Background: an optimization exercise with open tools, aiming at small area and a short achievable clock period. Do not read the settings as production practice. Only simulation tests tie the RTL to the original design; equivalence was not proved. The clock port is modelled as an ideal driver; clocking choices that lean on that would not hold on a real chip. No activity file was given, so power comes from the tool's default toggle rates.

===== flow/config.mk =====
export PLATFORM = sky130hd
export DESIGN_NAME = systolic_4x4
export DESIGN_NICKNAME = systolic_4x4
export VERILOG_FILES = /design/flow/design.v
export SDC_FILE = /design/flow/constraint.sdc
export NUM_CORES = 4
export LEC_CHECK = 0
export CAP_MARGIN = 20
export CORE_MARGIN = 2
export CORE_UTILIZATION = 65
export CTS_BUF_LIST = sky130_fd_sc_hd__clkbuf_8 sky130_fd_sc_hd__clkbuf_16
export CTS_CLUSTER_DIAMETER = 80
export CTS_CLUSTER_SIZE = 24
export PLACE_DENSITY = 0.75
export SETUP_SLACK_MARGIN = 1.5
export SLEW_MARGIN = 20
export SYNTH_HIERARCHICAL = 1
export SYNTH_MINIMUM_KEEP_SIZE = 0

===== flow/flow/downsize.tcl =====
# Set combinational cells of 1_synth.odb to drive strength 1 where the
# library has that variant.  Registers, buffers and clock cells are left alone.
set r orfs/results/$::env(FLOW_PLATFORM)/systolic_4x4/base
read_db $r/1_synth.odb
set db [ord::get_db]
set n 0
set saved 0.0
foreach inst [[ord::get_db_block] getInsts] {
  set name [[$inst getMaster] getName]
  if {![regexp {^(sky130_fd_sc_hd__([a-z0-9]+))_([0-9]+)$} $name -> base kind drive]} { continue }
  if {$drive <= 1} { continue }
  if {[regexp {^(df|sdf|edf|dl|buf|clk|conb|tap|fill|decap|diode|lpflow|probe|bufbuf|bufinv)} $kind]} { continue }
  set m [$db findMaster ${base}_1]
  if {$m == "NULL" || $m == ""} { continue }
  set saved [expr {$saved + ([[$inst getMaster] getWidth] - [$m getWidth]) * [$m getHeight] / 1e6}]
  $inst swapMaster $m
  incr n
}
puts "downsized $n cells, [format %.1f $saved] um2"
write_db $r/1_synth.odb

===== flow/flow/run.sh =====
#!/bin/bash
# Layout flow:
#  1. the standard synthesis;
#  2. every combinational cell that synthesis mapped at a drive strength
#     above 1 is set to drive strength 1 (timing repair later sizes up what
#     needs it);
#  3. the standard floorplan, placement and clock tree, with the port
#     buffers made of sky130_fd_sc_hd__buf_1 cells;
#  4. the accumulator and out registers get their clock through a short
#     chain of clock cells per leaf clock net (skew for the MAC paths,
#     flow/skew.tcl);
#  5. the standard routing and finishing.
set -euo pipefail
bash standard.sh synth > synth.log 2>&1
openroad -no_init -exit flow/downsize.tcl > downsize.log 2>&1
export BUFFER_PORTS_ARGS="-buffer_cell sky130_fd_sc_hd__buf_1"
bash standard.sh cts > layout_cts.log 2>&1
openroad -no_init -exit flow/skew.tcl > skew.log 2>&1
bash standard.sh > layout.log 2>&1

===== flow/design.v =====
module PE_int8(input wire [15:0] acc, input wire [7:0] x, input wire [11:0] yb, output wire [15:0] s);
    wire n0;
    BSEL0 un0 (.one(yb[0]), .neg(yb[2]), .xa(x[0]), .pp(n0));
    wire n1;
    BSEL un1 (.one(yb[0]), .two(yb[1]), .neg(yb[2]), .xa(x[1]), .xb(x[0]), .pp(n1));
    wire n2;
    BSEL un2 (.one(yb[0]), .two(yb[1]), .neg(yb[2]), .xa(x[2]), .xb(x[1]), .pp(n2));
    wire n3;
    BSEL un3 (.one(yb[0]), .two(yb[1]), .neg(yb[2]), .xa(x[3]), .xb(x[2]), .pp(n3));
    wire n4;
    BSEL un4 (.one(yb[0]), .two(yb[1]), .neg(yb[2]), .xa(x[4]), .xb(x[3]), .pp(n4));
    wire n5;
    BSEL un5 (.one(yb[0]), .two(yb[1]), .neg(yb[2]), .xa(x[5]), .xb(x[4]), .pp(n5));
    wire n6;
    BSEL un6 (.one(yb[0]), .two(yb[1]), .neg(yb[2]), .xa(x[6]), .xb(x[5]), .pp(n6));
    wire n7;
    BSEL un7 (.one(yb[0]), .two(yb[1]), .neg(yb[2]), .xa(x[7]), .xb(x[6]), .pp(n7));
    wire n8;
    BSEL8N un8 (.one(yb[0]), .two(yb[1]), .neg(yb[2]), .xa(x[7]), .pp(n8));
    wire n9;
    BSEL0 un9 (.one(yb[3]), .neg(yb[5]), .xa(x[0]), .pp(n9));
    wire n10;
    BSEL un10 (.one(yb[3]), .two(yb[4]), .neg(yb[5]), .xa(x[1]), .xb(x[0]), .pp(n10));
    wire n11;
    BSEL un11 (.one(yb[3]), .two(yb[4]), .neg(yb[5]), .xa(x[2]), .xb(x[1]), .pp(n11));
    wire n12;
    BSEL un12 (.one(yb[3]), .two(yb[4]), .neg(yb[5]), .xa(x[3]), .xb(x[2]), .pp(n12));
    wire n13;
    BSEL un13 (.one(yb[3]), .two(yb[4]), .neg(yb[5]), .xa(x[4]), .xb(x[3]), .pp(n13));
    wire n14;
    BSEL un14 (.one(yb[3]), .two(yb[4]), .neg(yb[5]), .xa(x[5]), .xb(x[4]), .pp(n14));
    wire n15;
    BSEL un15 (.one(yb[3]), .two(yb[4]), .neg(yb[5]), .xa(x[6]), .xb(x[5]), .pp(n15));
    wire n16;
    BSEL un16 (.one(yb[3]), .two(yb[4]), .neg(yb[5]), .xa(x[7]), .xb(x[6]), .pp(n16));
    wire n17;
    BSEL8N un17 (.one(yb[3]), .two(yb[4]), .neg(yb[5]), .xa(x[7]), .pp(n17));
    wire n18;
    BSEL0 un18 (.one(yb[6]), .neg(yb[8]), .xa(x[0]), .pp(n18));
    wire n19;
    BSEL un19 (.one(yb[6]), .two(yb[7]), .neg(yb[8]), .xa(x[1]), .xb(x[0]), .pp(n19));
    wire n20;
    BSEL un20 (.one(yb[6]), .two(yb[7]), .neg(yb[8]), .xa(x[2]), .xb(x[1]), .pp(n20));
    wire n21;
    BSEL un21 (.one(yb[6]), .two(yb[7]), .neg(yb[8]), .xa(x[3]), .xb(x[2]), .pp(n21));
    wire n22;
    BSEL un22 (.one(yb[6]), .two(yb[7]), .neg(yb[8]), .xa(x[4]), .xb(x[3]), .pp(n22));
    wire n23;
    BSEL un23 (.one(yb[6]), .two(yb[7]), .neg(yb[8]), .xa(x[5]), .xb(x[4]), .pp(n23));
    wire n24;
    BSEL un24 (.one(yb[6]), .two(yb[7]), .neg(yb[8]), .xa(x[6]), .xb(x[5]), .pp(n24));
    wire n25;
    BSEL un25 (.one(yb[6]), .two(yb[7]), .neg(yb[8]), .xa(x[7]), .xb(x[6]), .pp(n25));
    wire n26;
    BSEL8N un26 (.one(yb[6]), .two(yb[7]), .neg(yb[8]), .xa(x[7]), .pp(n26));
    wire n27;
    BSEL0 un27 (.one(yb[9]), .neg(yb[11]), .xa(x[0]), .pp(n27));
    wire n28;
    BSEL un28 (.one(yb[9]), .two(yb[10]), .neg(yb[11]), .xa(x[1]), .xb(x[0]), .pp(n28));
    wire n29;
    BSEL un29 (.one(yb[9]), .two(yb[10]), .neg(yb[11]), .xa(x[2]), .xb(x[1]), .pp(n29));
    wire n30;
    BSEL un30 (.one(yb[9]), .two(yb[10]), .neg(yb[11]), .xa(x[3]), .xb(x[2]), .pp(n30));
    wire n31;
    BSEL un31 (.one(yb[9]), .two(yb[10]), .neg(yb[11]), .xa(x[4]), .xb(x[3]), .pp(n31));
    wire n32;
    BSEL un32 (.one(yb[9]), .two(yb[10]), .neg(yb[11]), .xa(x[5]), .xb(x[4]), .pp(n32));
    wire n33;
    BSEL un33 (.one(yb[9]), .two(yb[10]), .neg(yb[11]), .xa(x[6]), .xb(x[5]), .pp(n33));
    wire n34;
    BSEL un34 (.one(yb[9]), .two(yb[10]), .neg(yb[11]), .xa(x[7]), .xb(x[6]), .pp(n34));
    wire n35;
    BSEL8N un35 (.one(yb[9]), .two(yb[10]), .neg(yb[11]), .xa(x[7]), .pp(n35));
    wire n36 = ~n15;
    wire n37 = ~n15;
    wire n38 = ~n25;
    wire n39 = ~n34;
    wire n40, n41;
    HA un40 (.a(yb[8]), .b(n11), .s(n40), .co(n41));
    wire n42, n43;
    HA un42 (.a(n12), .b(n19), .s(n42), .co(n43));
    wire n44, n45;
    FA un44 (.a(yb[11]), .b(n13), .c(n20), .s(n44), .co(n45));
    wire n46, n47;
    HA un46 (.a(n27), .b(n6), .s(n46), .co(n47));
    wire n48, n49;
    FA un48 (.a(n14), .b(n21), .c(n28), .s(n48), .co(n49));
    wire n50, n51;
    HA un50 (.a(n7), .b(acc[7]), .s(n50), .co(n51));
    wire n52, n53;
    FA un52 (.a(n22), .b(n29), .c(n8), .s(n52), .co(n53));
    wire n54, n55;
    HA un54 (.a(n36), .b(acc[8]), .s(n54), .co(n55));
    wire n56, n57;
    FA un56 (.a(n16), .b(n23), .c(n30), .s(n56), .co(n57));
    wire n58, n59;
    HA un58 (.a(n37), .b(acc[9]), .s(n58), .co(n59));
    wire n60, n61;
    FA un60 (.a(n15), .b(n17), .c(n24), .s(n60), .co(n61));
    wire n62, n63;
    HA un62 (.a(n31), .b(acc[10]), .s(n62), .co(n63));
    wire n64, n65;
    HA un64 (.a(n32), .b(n38), .s(n64), .co(n65));
    wire n66, n67;
    HA un66 (.a(n25), .b(n26), .s(n66), .co(n67));
    wire n68, n69;
    HA un68 (.a(yb[5]), .b(n2), .s(n68), .co(n69));
    wire n70, n71;
    HA un70 (.a(n10), .b(n3), .s(n70), .co(n71));
    wire n72, n73;
    FA un72 (.a(n18), .b(n4), .c(acc[4]), .s(n72), .co(n73));
    wire n74, n75;
    FA un74 (.a(n5), .b(acc[5]), .c(n41), .s(n74), .co(n75));
    wire n76, n77;
    FA un76 (.a(acc[6]), .b(n43), .c(n46), .s(n76), .co(n77));
    wire n78, n79;
    FA un78 (.a(n47), .b(n45), .c(n48), .s(n78), .co(n79));
    wire n80, n81;
    FA un80 (.a(n49), .b(n51), .c(n52), .s(n80), .co(n81));
    wire n82, n83;
    FA un82 (.a(n53), .b(n55), .c(n56), .s(n82), .co(n83));
    wire n84, n85;
    FA un84 (.a(n57), .b(n59), .c(n60), .s(n84), .co(n85));
    wire n86, n87;
    FA un86 (.a(acc[11]), .b(n64), .c(n61), .s(n86), .co(n87));
    wire n88, n89;
    FA un88 (.a(n33), .b(acc[12]), .c(n65), .s(n88), .co(n89));
    wire n90, n91;
    HA un90 (.a(n39), .b(acc[13]), .s(n90), .co(n91));
    wire n92, n93;
    HA un92 (.a(n34), .b(n35), .s(n92), .co(n93));
    wire n94, n95;
    HA un94 (.a(yb[2]), .b(n0), .s(n94), .co(n95));
    wire n96, n97;
    HA un96 (.a(n1), .b(acc[1]), .s(n96), .co(n97));
    wire n98, n99;
    FA un98 (.a(n9), .b(acc[2]), .c(n68), .s(n98), .co(n99));
    wire n100, n101;
    FA un100 (.a(acc[3]), .b(n69), .c(n70), .s(n100), .co(n101));
    wire n102, n103;
    FA un102 (.a(n71), .b(n40), .c(n72), .s(n102), .co(n103));
    wire n104, n105;
    FA un104 (.a(n42), .b(n73), .c(n74), .s(n104), .co(n105));
    wire n106, n107;
    FA un106 (.a(n44), .b(n75), .c(n76), .s(n106), .co(n107));
    wire n108, n109;
    FA un108 (.a(n50), .b(n77), .c(n78), .s(n108), .co(n109));
    wire n110, n111;
    FA un110 (.a(n54), .b(n79), .c(n80), .s(n110), .co(n111));
    wire n112, n113;
    FA un112 (.a(n58), .b(n81), .c(n82), .s(n112), .co(n113));
    wire n114, n115;
    FA un114 (.a(n62), .b(n83), .c(n84), .s(n114), .co(n115));
    wire n116, n117;
    FA un116 (.a(n63), .b(n85), .c(n86), .s(n116), .co(n117));
    wire n118, n119;
    FA un118 (.a(n66), .b(n88), .c(n87), .s(n118), .co(n119));
    wire n120, n121;
    FA un120 (.a(n67), .b(n90), .c(n89), .s(n120), .co(n121));
    wire n122, n123;
    FA un122 (.a(acc[14]), .b(n92), .c(n91), .s(n122), .co(n123));
    wire n124 = acc[15] ^ n93;
    wire n125, n126;
    HA un125 (.a(acc[0]), .b(n94), .s(n125), .co(n126));
    wire n127, n128;
    HA un127 (.a(n95), .b(n96), .s(n127), .co(n128));
    wire n129, n130;
    HA un129 (.a(n97), .b(n98), .s(n129), .co(n130));
    wire n131, n132;
    HA un131 (.a(n99), .b(n100), .s(n131), .co(n132));
    wire n133, n134;
    HA un133 (.a(n101), .b(n102), .s(n133), .co(n134));
    wire n135, n136;
    HA un135 (.a(n103), .b(n104), .s(n135), .co(n136));
    wire n137, n138;
    HA un137 (.a(n105), .b(n106), .s(n137), .co(n138));
    wire n139, n140;
    HA un139 (.a(n107), .b(n108), .s(n139), .co(n140));
    wire n141, n142;
    HA un141 (.a(n109), .b(n110), .s(n141), .co(n142));
    wire n143, n144;
    HA un143 (.a(n111), .b(n112), .s(n143), .co(n144));
    wire n145, n146;
    HA un145 (.a(n113), .b(n114), .s(n145), .co(n146));
    wire n147, n148;
    HA un147 (.a(n115), .b(n116), .s(n147), .co(n148));
    wire n149, n150;
    HA un149 (.a(n117), .b(n118), .s(n149), .co(n150));
    wire n151, n152;
    HA un151 (.a(n120), .b(n119), .s(n151), .co(n152));
    wire n153, n154;
    HA un153 (.a(n122), .b(n121), .s(n153), .co(n154));
    wire n155 = n124 ^ n123;
    wire n156;
    GC111 un156 (.i0(n128), .i1(n127), .i2(n126), .o(n156));
    wire n157;
    GC111 un157 (.i0(n132), .i1(n131), .i2(n130), .o(n157));
    wire n158;
    PC11 un158 (.i0(n131), .i1(n129), .o(n158));
    wire n159;
    GC111 un159 (.i0(n136), .i1(n135), .i2(n134), .o(n159));
    wire n160;
    PC11 un160 (.i0(n135), .i1(n133), .o(n160));
    wire n161;
    GC111 un161 (.i0(n140), .i1(n139), .i2(n138), .o(n161));
    wire n162;
    PC11 un162 (.i0(n139), .i1(n137), .o(n162));
    wire n163;
    GC111 un163 (.i0(n144), .i1(n143), .i2(n142), .o(n163));
    wire n164;
    PC11 un164 (.i0(n143), .i1(n141), .o(n164));
    wire n165;
    GC111 un165 (.i0(n148), .i1(n147), .i2(n146), .o(n165));
    wire n166;
    PC11 un166 (.i0(n147), .i1(n145), .o(n166));
    wire n167;
    GC111 un167 (.i0(n152), .i1(n151), .i2(n150), .o(n167));
    wire n168;
    PC11 un168 (.i0(n151), .i1(n149), .o(n168));
    wire n169;
    GC110 un169 (.i0(n130), .i1(n129), .i2(n156), .o(n169));
    wire n170;
    GC000 un170 (.i0(n157), .i1(n158), .i2(n156), .o(n170));
    wire n171;
    GC110 un171 (.i0(n138), .i1(n137), .i2(n159), .o(n171));
    wire n172;
    PC10 un172 (.i0(n137), .i1(n160), .o(n172));
    wire n173;
    GC000 un173 (.i0(n161), .i1(n162), .i2(n159), .o(n173));
    wire n174;
    PC00 un174 (.i0(n162), .i1(n160), .o(n174));
    wire n175;
    GC110 un175 (.i0(n146), .i1(n145), .i2(n163), .o(n175));
    wire n176;
    PC10 un176 (.i0(n145), .i1(n164), .o(n176));
    wire n177;
    GC000 un177 (.i0(n165), .i1(n166), .i2(n163), .o(n177));
    wire n178;
    PC00 un178 (.i0(n166), .i1(n164), .o(n178));
    wire n179;
    GC110 un179 (.i0(n154), .i1(n153), .i2(n167), .o(n179));
    wire n180;
    PC10 un180 (.i0(n153), .i1(n168), .o(n180));
    wire n181;
    GC111 un181 (.i0(n134), .i1(n133), .i2(n170), .o(n181));
    wire n182;
    GC001 un182 (.i0(n159), .i1(n160), .i2(n170), .o(n182));
    wire n183;
    GC001 un183 (.i0(n171), .i1(n172), .i2(n170), .o(n183));
    wire n184;
    GC111 un184 (.i0(n173), .i1(n174), .i2(n170), .o(n184));
    wire n185;
    GC111 un185 (.i0(n150), .i1(n149), .i2(n177), .o(n185));
    wire n186;
    PC11 un186 (.i0(n149), .i1(n178), .o(n186));
    wire n187;
    GC001 un187 (.i0(n167), .i1(n168), .i2(n177), .o(n187));
    wire n188;
    PC01 un188 (.i0(n168), .i1(n178), .o(n188));
    wire n189;
    GC001 un189 (.i0(n179), .i1(n180), .i2(n177), .o(n189));
    wire n190;
    PC01 un190 (.i0(n180), .i1(n178), .o(n190));
    wire n191;
    GC110 un191 (.i0(n142), .i1(n141), .i2(n184), .o(n191));
    wire n192;
    GC000 un192 (.i0(n163), .i1(n164), .i2(n184), .o(n192));
    wire n193;
    GC000 un193 (.i0(n175), .i1(n176), .i2(n184), .o(n193));
    wire n194;
    GC110 un194 (.i0(n177), .i1(n178), .i2(n184), .o(n194));
    wire n195;
    GC000 un195 (.i0(n185), .i1(n186), .i2(n184), .o(n195));
    wire n196;
    GC000 un196 (.i0(n187), .i1(n188), .i2(n184), .o(n196));
    wire n197;
    GC000 un197 (.i0(n189), .i1(n190), .i2(n184), .o(n197));
    assign s[0] = n125;
    XOR2S us1 (.a(n127), .b(n126), .y(s[1]));
    XNOR2S us2 (.a(n129), .b(n156), .y(s[2]));
    XNOR2S us3 (.a(n131), .b(n169), .y(s[3]));
    XOR2S us4 (.a(n133), .b(n170), .y(s[4]));
    XNOR2S us5 (.a(n135), .b(n181), .y(s[5]));
    XNOR2S us6 (.a(n137), .b(n182), .y(s[6]));
    XNOR2S us7 (.a(n139), .b(n183), .y(s[7]));
    XNOR2S us8 (.a(n141), .b(n184), .y(s[8]));
    XNOR2S us9 (.a(n143), .b(n191), .y(s[9]));
    XOR2S us10 (.a(n145), .b(n192), .y(s[10]));
    XOR2S us11 (.a(n147), .b(n193), .y(s[11]));
    XNOR2S us12 (.a(n149), .b(n194), .y(s[12]));
    XOR2S us13 (.a(n151), .b(n195), .y(s[13]));
    XOR2S us14 (.a(n153), .b(n196), .y(s[14]));
    XNOR2S us15 (.a(n155), .b(n197), .y(s[15]));
endmodule
module FA(input wire a, input wire b, input wire c, output wire s, output wire co);
    assign s = a ^ b ^ c;
    assign co = (a & b) | (a & c) | (b & c);
endmodule
module XOR2S(input wire a, input wire b, output wire y);
    assign y = a ^ b;
endmodule
module XNOR2S(input wire a, input wire b, output wire y);
    assign y = ~(a ^ b);
endmodule
module HA(input wire a, input wire b, output wire s, output wire co);
    assign s = a ^ b;
    assign co = a & b;
endmodule
module BSEL(input wire one, input wire two, input wire neg, input wire xa, input wire xb, output wire pp);
    wire sn;
    BSELA ua (.one(one), .two(two), .xa(xa), .xb(xb), .sn(sn));
    BXNOR ux (.a(sn), .b(neg), .y(pp));
endmodule
module BSELA(input wire one, input wire two, input wire xa, input wire xb, output wire sn);
    assign sn = ~((one & xa) | (two & xb));
endmodule
module BXNOR(input wire a, input wire b, output wire y);
    assign y = ~(a ^ b);
endmodule
module BSEL0(input wire one, input wire neg, input wire xa, output wire pp);
    assign pp = (one & xa) ^ neg;
endmodule
module BSEL8N(input wire one, input wire two, input wire neg, input wire xa, output wire pp);
    assign pp = ~(((one | two) & xa) ^ neg);
endmodule
module BENC(input wire b2, input wire b1, input wire b0, output wire one, output wire two, output wire neg);
    assign one = b1 ^ b0;
    assign two = (b2 & ~b1 & ~b0) | (~b2 & b1 & b0);
    assign neg = b2;
endmodule
module GC000(input wire i0, input wire i1, input wire i2, output wire o);
    assign o = (~i0 | (~i1 & ~i2));
endmodule
module GC001(input wire i0, input wire i1, input wire i2, output wire o);
    assign o = ~(~i0 | (~i1 & i2));
endmodule
module GC110(input wire i0, input wire i1, input wire i2, output wire o);
    assign o = ~(i0 | (i1 & ~i2));
endmodule
module GC111(input wire i0, input wire i1, input wire i2, output wire o);
    assign o = ~(i0 | (i1 & i2));
endmodule
module PC00(input wire i0, input wire i1, output wire o);
    assign o = (~i0 & ~i1);
endmodule
module PC01(input wire i0, input wire i1, output wire o);
    assign o = ~(~i0 & i1);
endmodule
module PC10(input wire i0, input wire i1, output wire o);
    assign o = ~(i0 & ~i1);
endmodule
module PC11(input wire i0, input wire i1, output wire o);
    assign o = ~(i0 & i1);
endmodule
module systolic_4x4(    input  wire clk,
                        input  wire rst,
                        input  wire [31: 0] x_flat,    
                        input  wire [31: 0] y_flat,    
                        output wire [255:0] out_flat,  
                        output wire done
        );
    reg  [7:0]  xo  [15:0];
    reg  [11:0] yo  [15:0];      
    wire [11:0] ytop [3:0];      
    reg  [15:0] acc [15:0];
    reg  [15:0] out [15:0];
    wire [15:0] sum [15:0];      
    wire [15:0] out_d [15:0];
    reg  [3:0]  counter;
    reg         done_r;
    reg  [4:1]  warm;            
    reg  [15:0] keep;            
    assign done = done_r;
    wire snap = (counter == 4'd10);
    wire ld   = snap & ~rst;     
    wire kp   = ~snap & ~rst;    
    genvar gi, gj, gb;
    generate
        for (gj = 0; gj < 4; gj = gj + 1) begin : g_enc
            BENC e0 (.b2(y_flat[8*gj+1]), .b1(y_flat[8*gj+0]), .b0(1'b0),
                     .one(ytop[gj][0]), .two(ytop[gj][1]), .neg(ytop[gj][2]));
            BENC e1 (.b2(y_flat[8*gj+3]), .b1(y_flat[8*gj+2]), .b0(y_flat[8*gj+1]),
                     .one(ytop[gj][3]), .two(ytop[gj][4]), .neg(ytop[gj][5]));
            BENC e2 (.b2(y_flat[8*gj+5]), .b1(y_flat[8*gj+4]), .b0(y_flat[8*gj+3]),
                     .one(ytop[gj][6]), .two(ytop[gj][7]), .neg(ytop[gj][8]));
            BENC e3 (.b2(y_flat[8*gj+7]), .b1(y_flat[8*gj+6]), .b0(y_flat[8*gj+5]),
                     .one(ytop[gj][9]), .two(ytop[gj][10]), .neg(ytop[gj][11]));
        end
        for (gi = 0; gi < 4; gi = gi + 1) begin : g_row
            for (gj = 0; gj < 4; gj = gj + 1) begin : g_col
                localparam integer N = 4*gi + gj;
                localparam integer K = (gi > gj) ? gi : gj;
                always @(posedge clk) keep[N] <= ~rst & warm[K+1];
                wire [15:0] acc_in = acc[N] & {16{keep[N]}};
                PE_int8 pe (.acc(acc_in), .x(xo[N]), .yb(yo[N]), .s(sum[N]));
                for (gb = 0; gb < 16; gb = gb + 1) begin : g_bit
                    OMUX m (.s(sum[N][gb]), .o(out[N][gb]), .ld(ld), .kp(kp), .y(out_d[N][gb]));
                end
                assign out_flat[16*N +: 16] = out[N];
            end
        end
    endgenerate
    integer i, j;
    always @(posedge clk) begin
        for (i = 0; i < 4; i = i + 1)
            for (j = 0; j < 4; j = j + 1) begin
                xo[4*i+j] <= (j == 0) ? x_flat[8*i +: 8] : xo[4*i+j-1];
                yo[4*i+j] <= (i == 0) ? ytop[j] : yo[4*i+j-4];
            end
        for (i = 0; i < 16; i = i + 1) begin
            acc[i] <= sum[i];
            out[i] <= out_d[i];
        end
        warm <= rst ? 4'd0 : {warm[3:1], 1'b1};
        if (rst) begin
            done_r  <= 1'b0;
            counter <= 4'd0;
        end else if (snap) begin
            done_r  <= 1'b1;
            counter <= 4'd0;
        end else begin
            done_r  <= 1'b0;
            counter <= counter + 1'b1;
        end
    end
endmodule
module OMUX(input wire s, input wire o, input wire ld, input wire kp, output wire y);
    assign y = (s & ld) | (o & kp);
endmodule

===== flow/constraint.sdc =====
create_clock -name core_clock -period 5.5 [get_ports {clk}]
set_input_delay 1.1000 -clock core_clock [delete_from_list [all_inputs] [get_ports {clk}]]
set_output_delay 1.1000 -clock core_clock [all_outputs]
set_load 0.01 [all_outputs]

===== flow/standard.sh =====
#!/bin/bash
# synth_recipe.tcl (not shown) runs the flow's synth.tcl, then flattens the netlist and writes it again
# the make line also repeats each setting of config.mk as NAME=value (left out here)
make -C /OpenROAD-flow-scripts/flow DESIGN_CONFIG=/design/flow/config.mk WORK_HOME=/design/flow/orfs CLKGATE_MAP_FILE= SYNTH_SCRIPT=/design/flow/synth_recipe.tcl "${@:-finish}"

===== flow/flow/skew.tcl =====
# Clock skew for register-to-register paths inside the design: the
# accumulator and out registers, which capture the MAC result, take their
# clock through a short chain of clock cells per leaf clock net.  The accumulator outputs feed only the
# MAC (through the input gating), the out outputs only the output ports and
# their own hold path, so the later clock gives the MAC paths more time and
# takes it from the accumulator launch and from the output paths, which then
# have less slack.  Input paths are not affected.
set r orfs/results/$::env(FLOW_PLATFORM)/systolic_4x4/base
read_db $r/4_cts.odb
set db [ord::get_db]
set block [ord::get_db_block]
# Per leaf clock net that clocks accumulator or out registers: a common
# chain of clock cells (SKEW_COMMON) from the leaf net, then one chain for the
# accumulator registers (SKEW_CHAIN_ACC) and one for the out registers
# (SKEW_CHAIN_OUT); the last cell of each of these drives the registers.
proc envor {name def} { expr {[info exists ::env($name)] ? $::env($name) : $def} }
set common [envor SKEW_COMMON "sky130_fd_sc_hd__clkdlybuf4s50_1"]
set chains [dict create acc [envor SKEW_CHAIN_ACC "sky130_fd_sc_hd__clkbuf_8"] \
                        out [envor SKEW_CHAIN_OUT "sky130_fd_sc_hd__clkbuf_2 sky130_fd_sc_hd__clkbuf_8"]]
set added 0
set moved 0
proc centre {its} {
  set sx 0
  set sy 0
  foreach it $its {
    set l [[$it getInst] getLocation]
    set sx [expr {$sx + [lindex $l 0]}]
    set sy [expr {$sy + [lindex $l 1]}]
  }
  list [expr {$sx / [llength $its]}] [expr {$sy / [llength $its]}]
}
# a chain of cells from net $in, placed at $loc; returns the last net
proc chain {cells in loc tag} {
  global db block added
  set k 0
  foreach cell $cells {
    set master [$db findMaster $cell]
    set b [odb::dbInst_create $block $master "skewbuf_${tag}_$k"]
    $b setLocation [lindex $loc 0] [lindex $loc 1]
    $b setPlacementStatus PLACED
    set nn [odb::dbNet_create $block "skewnet_${tag}_$k"]
    $nn setSigType CLOCK
    foreach mt [$master getMTerms] {
      set sig [$mt getSigType]
      if {$sig == "POWER" || $sig == "GROUND"} { continue }
      set bit [$b findITerm [$mt getName]]
      if {[$mt getIoType] == "INPUT"} { $bit connect $in } else { $bit connect $nn }
    }
    set in $nn
    incr k
    incr added
  }
  return $in
}
set clknets {}
foreach net [$block getNets] {
  if {[$net getSigType] == "CLOCK"} { lappend clknets $net }
}
set n 0
foreach net $clknets {
  set drv ""
  set sinks [dict create acc {} out {}]
  foreach it [$net getITerms] {
    if {[$it isOutputSignal]} { set drv $it; continue }
    set inst [$it getInst]
    if {[regexp {^(acc|out)\\?\[} [$inst getName] -> grp] && [[$it getMTerm] getName] == "CLK"} {
      dict lappend sinks $grp $it
    }
  }
  set all [concat [dict get $sinks acc] [dict get $sinks out]]
  if {$drv == "" || [llength $all] == 0} { continue }
  set base [chain $common $net [centre $all] "c$n"]
  foreach grp {acc out} {
    set its [dict get $sinks $grp]
    if {[llength $its] == 0} { continue }
    set last [chain [dict get $chains $grp] $base [centre $its] "${grp}$n"]
    foreach it $its { $it disconnect; $it connect $last; incr moved }
  }
  incr n
}
puts "skew buffers added: $added, register clock pins moved: $moved"
# power pins of the new cells
foreach inst [$block getInsts] {
  if {![string match skewbuf_* [$inst getName]]} { continue }
  foreach it [$inst getITerms] {
    set s [[$it getMTerm] getSigType]
    if {$s == "POWER"} { $it connect [$block findNet VDD] }
    if {$s == "GROUND"} { $it connect [$block findNet VSS] }
  }
}
detailed_placement
check_placement
write_db $r/4_cts.odb

==> flow_metrics.env <==
export IMPL_utilization_pct=73.2
export IMPL_met3_usage_pct=3.66
export IMPL_dpl_hpwl_um=90500
export IMPL_final_cell_mix="794 x dfxtp_1, 656 x xnor2_1, 482 x ha_1, 448 x a22oi_1, 432 x fa_1"
export IMPL_cp_arrival_ps=4590
export IMPL_post_cts_buffers=0
export IMPL_path_delay_family="adder cells"
export IMPL_netlist_instances=4707
export IMPL_layout_nets=6197
export IMPL_outcome="no timing/DRC/antenna violations"
export IMPL_crit_path_start_kind="flop"
export IMPL_fin_ws_ps=2170
export IMPL_numCtsBuffers=47
export IMPL_power_density_mw_per_mm2=560
export IMPL_cts_clk_slew_worst_paths_ps=70
export IMPL_syn_area_mm2=0.0520
export IMPL_critPathMaxStageDelay_ps=630
export IMPL_multi_input_area_mm2=0.0341
export IMPL_wl_um=125000
export IMPL_die_w_um=287
export IMPL_slew_violations=0
export IMPL_gp_congestion=0.915
export IMPL_rsz0062_at_grt="false"
export IMPL_fmax_ghz=0.300
export IMPL_crit_fanout=9
export IMPL_detail_route_antenna_nets=0
export IMPL_required_ps=6750
export IMPL_place_ws_ps=1110
export IMPL_ff2ff_path_depth=13
export IMPL_holdPathEnd="out[0][2]$_DFF_P_"
export IMPL_stdcell_area_mm2=0.0579
export IMPL_finalSetupViolCount=0
export IMPL_crit_buf_inv=1
export IMPL_cts_buffer_depth=3
export IMPL_holdBufCountCts=0
export IMPL_min_delay_start="counter[3]$_SDFF_PP0_"
export IMPL_relSlewSlack_pct=37.2
export IMPL_busiest_layer="met2"
export IMPL_finalHoldViolCount=0
export IMPL_cts_tree="done"
export IMPL_min_period_ps=3330
export IMPL_yosys_warnings=15
export IMPL_viasPerCell=5.88
export IMPL_rows=103
export IMPL_cts_sinks=845
export IMPL_final_common_cell="dfxtp_1"
export IMPL_ioPinCount=323
export IMPL_cap_violations=0
export IMPL_ir_drop_mv=0.570
export IMPL_core_area_mm2=0.0791
export IMPL_drive_gt1_share_pct=5.47
export IMPL_crit_start="yo[9][7]$_DFF_P_"
export IMPL_htree_levels=2
export IMPL_max_slew_worst_pin_slew_ps=943
export IMPL_drtIter0Drc=2421
export IMPL_power_leakage_nw=24.7
export IMPL_placed_area_mm2=0.0545
export IMPL_wl_per_cell_um=19.9
export IMPL_fillCellCount=5769
export IMPL_placedCellCount=6054
export IMPL_die_height_um=287
export IMPL_syn2layout_area_growth_pct=11.4
export IMPL_stdcell_count=6298
export IMPL_r2r_end="out[9][9]$_DFF_P_"
export IMPL_r2r_slack_ps=2170
export IMPL_crit_path_cell_trace="a22oi_1, xnor2_1, fa_1, fa_1, fa_1, ha_1, a21oi_1, o21ai_1, a21oi_2, inv_1, a21oi_1, xnor2_1, a22o_1"
export IMPL_antenna_found_initial=4
export IMPL_r2r_start="yo[9][7]$_DFF_P_"
export IMPL_numPortBuffers=322
export IMPL_cp_common_cell="fa_1"
export IMPL_num_vias=37000
export IMPL_fin_skew_ps=854
export IMPL_criticalPathCategory="reg2reg"
export IMPL_grtUsageMet2_pct=49.9
export IMPL_clk_root_buffer_cell="clkbuf_16"
export IMPL_holdPathStages=3
export IMPL_grt_start_max_net_pins=135
export IMPL_grt_pass1_wl_um=204000
export IMPL_post_route_period_util_pct=60.6
export IMPL_clk_latency_ps=1460
export IMPL_slowest_stage="dfxtp_1"
export IMPL_final_seq_area_mm2=0.0170
export IMPL_grt_pass1_vias=38400
export IMPL_use_met1_pct=42.0
export IMPL_postSynthAreaPerCell_um2=11.0
export IMPL_cp_end_kind="flop"
export IMPL_worstHoldPathType="reg2reg"
export IMPL_firstDrtPassIters=7
export IMPL_grt_util_all_layers_pct=30.6
export IMPL_initial_core_util_pct=65.7
export IMPL_grt_overflow_total=0
export IMPL_dieArea_mm2=0.0823
export IMPL_drc=0
[power breakdown]
group / internal (mW) / switching [mW] / leakage, nW
Combinational: 7.42 / 10.0 / 16.0
Clock: 3.79 / 2.92 / 1.66
Sequential: 7.56 / 0.761 / 7.02
Total: 18.8 / 13.7 / 24.7
[per-layer routing]
metal	wire length, µm	vias to the layer above
li1	-	17500
met1	55600	18200
met2	59400	1092
met3	5970	231
met4	4200	0
met5	0	-
[worst max-delay path by stage]
stage | end | slack, ps | cells past startpoint
after floorplan | out[0][0]$_DFF_P_ | -560 | 3
after global placement | out[6][13]$_DFF_P_ | 1150 | 12
after detailed placement | out[6][13]$_DFF_P_ | 1110 | 12
after CTS | out[6][13]$_DFF_P_ | 1500 | 11
after global routing | out[9][9]$_DFF_P_ | 1950 | 13
final | out[9][9]$_DFF_P_ | 2170 | 13
[timing repair]
item,4_1_cts,5_1_grt
setup endpoints to repair,212,0
resized for setup,70,0
hold endpoints to repair,0,0
[sequential cells by signal, summed over array words and instances (netlist names)]
signal	count
done_r	1
out	256
warm	4
counter	4
keep	4
yo	192
xo	128
acc	256
[per-stage QoR]
step | hold slack, ps | TNS, ps | total power, mW
final | 121 | 0 | 32.4
after detailed placement | 444 | 0 | 25.5
after global routing | 151 | 0 | 35.3
after CTS | 461 | 0 | 29.7
after global placement | 436 | 0 | 25.0
after floorplan | 414 | -142700 | 21.8
[worst reg2reg max path, delay by kind of cell (launching register included)]
| family | cells | cell delay (ps) |
|---|---|---|
| fa+ha+maj | 4 | 1720 |
| compound gates | 6 | 1200 |
| flops | 1 | 630 |
| xor+xnor | 2 | 330 |
| buf+inv | 1 | 90 |
[final cells by class]
| cell class | instances | area share, % |
|---|---|---|
| clock inverter | 25 | 0.557 |
| sequential | 845 | 29.3 |
| timing repair buffer | 345 | 2.49 |
| clock buffer | 50 | 2.10 |
| buffer | 164 | 3.02 |
| antenna | 5 | 0.0216 |
| inverter | 211 | 1.38 |
| tap | 1050 | 2.27 |
| multi-input combinational | 3603 | 58.8 |

[what the ideal ports hide]
No port has a modelled driver above. Below, the same layout with a new extraction and two added sets of constraints.
Step 1: set_driving_cell puts a clkbuf_16 on clk and a buf_2 on each other input, an assumption about the parent block.
Step 2, shift: input delay + t, output delay - t, t = (earliest + latest rising clock arrival at the registers) / 2. This alone moves slack from input paths to output paths.
Three values: ideal, step 1, step 2; two values: the first two.
t (ns): 1.085
setup WS [ns]: 2.168 / 2.168 / 2.168
latest minus earliest clock arrival (ns): 0.878 / 0.879
slew at the worst register clock pin (ns): 0.09 / 0.09
worst slew at a driven data input, ns: 0.10
Clock arrivals are far apart in this run, so t is only a midpoint there and step 2 fits no single register. The setup slack of this run moves by 0.000 ns with the drivers and by 0.000 ns with both steps.
